Source: an optimization exercise on an open RTL-to-GDS flow (aim: small area). Production flows keep margins and buffers that such runs may drop.
Function was checked by simulation only, so behaviour that the tests miss may differ from the original.

v7:
// cpu
module cpu (
    input wire clk, rst,
    output wire [19:0] e_addr_bus,
    output wire [15:0] e_prog_addr, e_data,
    input wire [15:0] e_mem_bus,
    input wire [31:0] e_instr,
    input wire [31:0] e_sdram_instr,
    input wire e_mem_busy, e_mem_ready, e_mem_cack,
    input wire irq_in,
    output wire ram_read_out, ram_write, ram_instr_access, ram_read_done,
    output wire [7:0] e_reg_leds,
    output wire [3:0] e_pc_leds
);
Size in the first run: roughly 3,800 cells after synthesis, roughly 570 flip-flops, ~150 I/O pins.
Settings: LEC_CHECK=0, ABC_AREA=1, ABC_CLOCK_PERIOD_IN_PS=36000, CAP_MARGIN=20, CORE_MARGIN=2, CORE_UTILIZATION=55, SLEW_MARGIN=20; clock period 140.0 ns.
standard.sh (not shown) runs the stock make flow with config.mk's settings and CLKGATE_MAP_FILE= SYNTH_SCRIPT=/design/flow/synth_recipe.tcl, a recipe that flattens the netlist after the stock synthesis.
==> flow/flow/run.sh <==
#!/bin/bash
# Own layout flow: the standard ORFS flow, except that
#  - ABC maps the logic with an area-oriented script, then resizes for delay (flow/amap.abc),
#  - ports are buffered with the smallest buffer,
#  - CTS inserts no dummy loads and uses the smaller clock buffers,
#  - half-adder cells are not used (synthesis keeps full adders only).
# Every tool's output goes to a log in this folder (make_*.log) and under orfs/logs.
set -euo pipefail
W=$(pwd)
# synthesis script: the standard flow's, with the ABC mapping script replaced
{
  head -n 1 synth_recipe.tcl
  cat <<'T'
proc abc {args} {
  set i [lsearch -exact $args -script]
  if { $i >= 0 } { set args [lreplace $args [expr {$i+1}] [expr {$i+1}] $::env(MY_ABC_SCRIPT)] }
  yosys abc {*}$args
}
T
  tail -n +2 synth_recipe.tcl
} > my_synth.tcl
sed -e "s#SYNTH_SCRIPT=[^ ]*#SYNTH_SCRIPT=$W/my_synth.tcl#" \
    -e 's#CLKGATE_MAP_FILE= #CLKGATE_MAP_FILE= "DONT_USE_CELLS=${DU_LIST}" #' standard.sh > my_standard.sh
export MY_ABC_SCRIPT=$W/flow/amap.abc
export BUFFER_PORTS_ARGS="-buffer_cell sky130_fd_sc_hd__buf_1"
export CTS_ARGS="-sink_clustering_enable -repair_clock_nets -dont_use_dummy_load -buf_list {sky130_fd_sc_hd__clkbuf_4 sky130_fd_sc_hd__clkbuf_8}"
# the platform's don't-use cells, and the half adders
DU_LIST=$(sed -n '/^export DONT_USE_CELLS/,/^$/p' "$FLOW_HOME/platforms/$FLOW_PLATFORM/config.mk" \
  | sed -e 's/export DONT_USE_CELLS += //' -e 's/\\//' | tr -s ' \n' '  ')
export DU_LIST="$DU_LIST sky130_fd_sc_hd__ha_1 sky130_fd_sc_hd__ha_2 sky130_fd_sc_hd__ha_4"
bash my_standard.sh "${1:-finish}" > make_${1:-finish}.log 2>&1
[ -n "${1:-}" ] || test -f out/final.def
==> flow/flow/amap.abc <==
strash
dch -f
amap
topo
stime -c
buffer -c
upsize -c
dnsize -c
> inputs changed (v7 -> v34)
diff --git a/flow/design.v b/flow/design.v
--- a/flow/design.v
+++ b/flow/design.v
@@ -42,28 +42,53 @@
     for (k = 0; k < 16; k = k + 1) begin : addc
         fadd f(a_in[k], b_in[k] ^ c_sub, ac[k], as[k], ac[k+1]);
     end
 endgenerate
 wire carry_out = ac[16] ^ c_sub;
 wire dv = c_div | c_shr;
 wire sh = c_shl | c_shr;
 wire [15:0] oh = 16'b1 << b_in[3:0];
 wire big = |b_in[15:4];
 wire [15:0] y = sh ? oh : b_in;
 wire [16:0] hz;     
-assign hz[16] = 1'b1;
+wire [3:0] gz;      
+wire [16:0] hl;     
 generate
-    for (k = 15; k >= 0; k = k - 1) begin : hzc
-        assign hz[k] = hz[k+1] & ~y[k];
+    for (k = 0; k < 4; k = k + 1) begin : gzc
+        assign gz[k] = ~|y[4*k+3:4*k];
+    end
+    for (k = 15; k >= 0; k = k - 1) begin : hlc
+        if (k % 4 == 3) begin : t
+            assign hl[k] = ~y[k];
+        end else begin : c
+            assign hl[k] = hl[k+1] & ~y[k];
+        end
     end
 endgenerate
+assign hz[16] = 1'b1;
+assign hz[15] = hl[15];
+assign hz[14] = hl[14];
+assign hz[13] = hl[13];
+assign hz[12] = hl[12];
+assign hz[11] = hl[11] & gz[3];
+assign hz[10] = hl[10] & gz[3];
+assign hz[9]  = hl[9]  & gz[3];
+assign hz[8]  = hl[8]  & gz[3];
+assign hz[7]  = hl[7]  & gz[3] & gz[2];
+assign hz[6]  = hl[6]  & gz[3] & gz[2];
+assign hz[5]  = hl[5]  & gz[3] & gz[2];
+assign hz[4]  = hl[4]  & gz[3] & gz[2];
+assign hz[3]  = hl[3]  & gz[3] & gz[2] & gz[1];
+assign hz[2]  = hl[2]  & gz[3] & gz[2] & gz[1];
+assign hz[1]  = hl[1]  & gz[3] & gz[2] & gz[1];
+assign hz[0]  = hl[0]  & gz[3] & gz[2] & gz[1];
 wire [15:0] q;      
 wire [0:0] l0, y0, s0, r0, g0, p0;
 wire [1:0] c0;
 assign l0 = dv & a_in[15];
 assign y0 = dv ? ~y[0:0] : (a_in[0:0] & {1{y[15]}});
 assign g0 = l0 & y0;
 assign p0 = l0 | y0;
 assign c0[0] = dv;
 fadd f0_0(l0[0], y0[0], c0[0], s0[0], c0[1]);
 assign q[0] = c0[1] & hz[1];
 assign r0 = (dv & ~q[0]) ? l0 : s0;
@@ -760,55 +785,54 @@
 always @(negedge clk, posedge rst) begin
     if (rst) begin
         ram_read <= 1'b0;
         instr_out <= 32'b0;
         ra_hi <= 4'b0;
         ram_addr_ovr <= 1'b0;
         pc_hold <= 1'b0;
         state <= 2'b0;
         c_acked <= 1'b0;
         irq_p <= 1'b0;
         prev_irq <= 1'b0;
-        ra_lo <= 12'b0;
-        saved_pc_page <= 8'b0;
-        pref_instr <= 32'b0;
-        prev_pc_page <= 8'b0;
     end else begin
         if (run) begin
             ram_read <= n_rd;
             ram_addr_ovr <= n_ovr;
             pc_hold <= n_hold;
             c_acked <= n_ack;
             state <= n_state;
-            if (ld_addr) begin
+            if (ld_addr)
                 ra_hi <= n_addr[15:12];
-                ra_lo <= n_addr[11:0];
-                saved_pc_page <= pc_page_in;
-            end
-            if (ld_pref)
-                pref_instr <= ram_data;
             case (isel)
                 2'd1: instr_out <= 32'b0;
                 2'd2: instr_out <= ram_data;
                 2'd3: instr_out <= pref_instr;
                 default: ;
             endcase
         end
         if (pc_in == 16'b1 && pc_page_in == 8'b0 && irq_p)
             irq_p <= 1'b0;
         else if (irq_in & ~prev_irq & irq_en)
             irq_p <= 1'b1;
         prev_irq <= irq_in;
-        prev_pc_page <= pc_page_in;
     end
 end
+always @(negedge clk) begin
+    if (run & ld_addr) begin
+        ra_lo <= n_addr[11:0];
+        saved_pc_page <= pc_page_in;
+    end
+    if (run & ld_pref)
+        pref_instr <= ram_data;
+    prev_pc_page <= pc_page_in;
+end
 endmodule
 module sregs (
     input wire clk,
     input wire rst,
     input wire sr_ie,
     input wire [15:0] sr_sel, sr_in,
     input wire jtr_op,
     output wire [15:0] sr_out,       
     output wire boot_mode, instr_mem_over,
     input wire irq_in, irq_instr,
     output wire irq_en,
--- outcome ---
- Between v34 and v7, the worst hold slack figures differ only marginally.
- Count of plain and timing-repair buffers in v34 vs v7: down about 6.5%
- Detailed-route wire length (v34 vs. v7) decreases by a few percent
- Comparing slack of the worst reg-to-reg path for v34 and v7, the bigger number came from v34.
- Looking only at clock-buffer cell count, and setting everything else aside, the lower value of v34 and v7 goes to v7.
- In the reports for v34 and v7, the smaller utilization after layout belongs to v7.
- Summary — routed via count, v34 relative to v7: lower, by 3.3%.
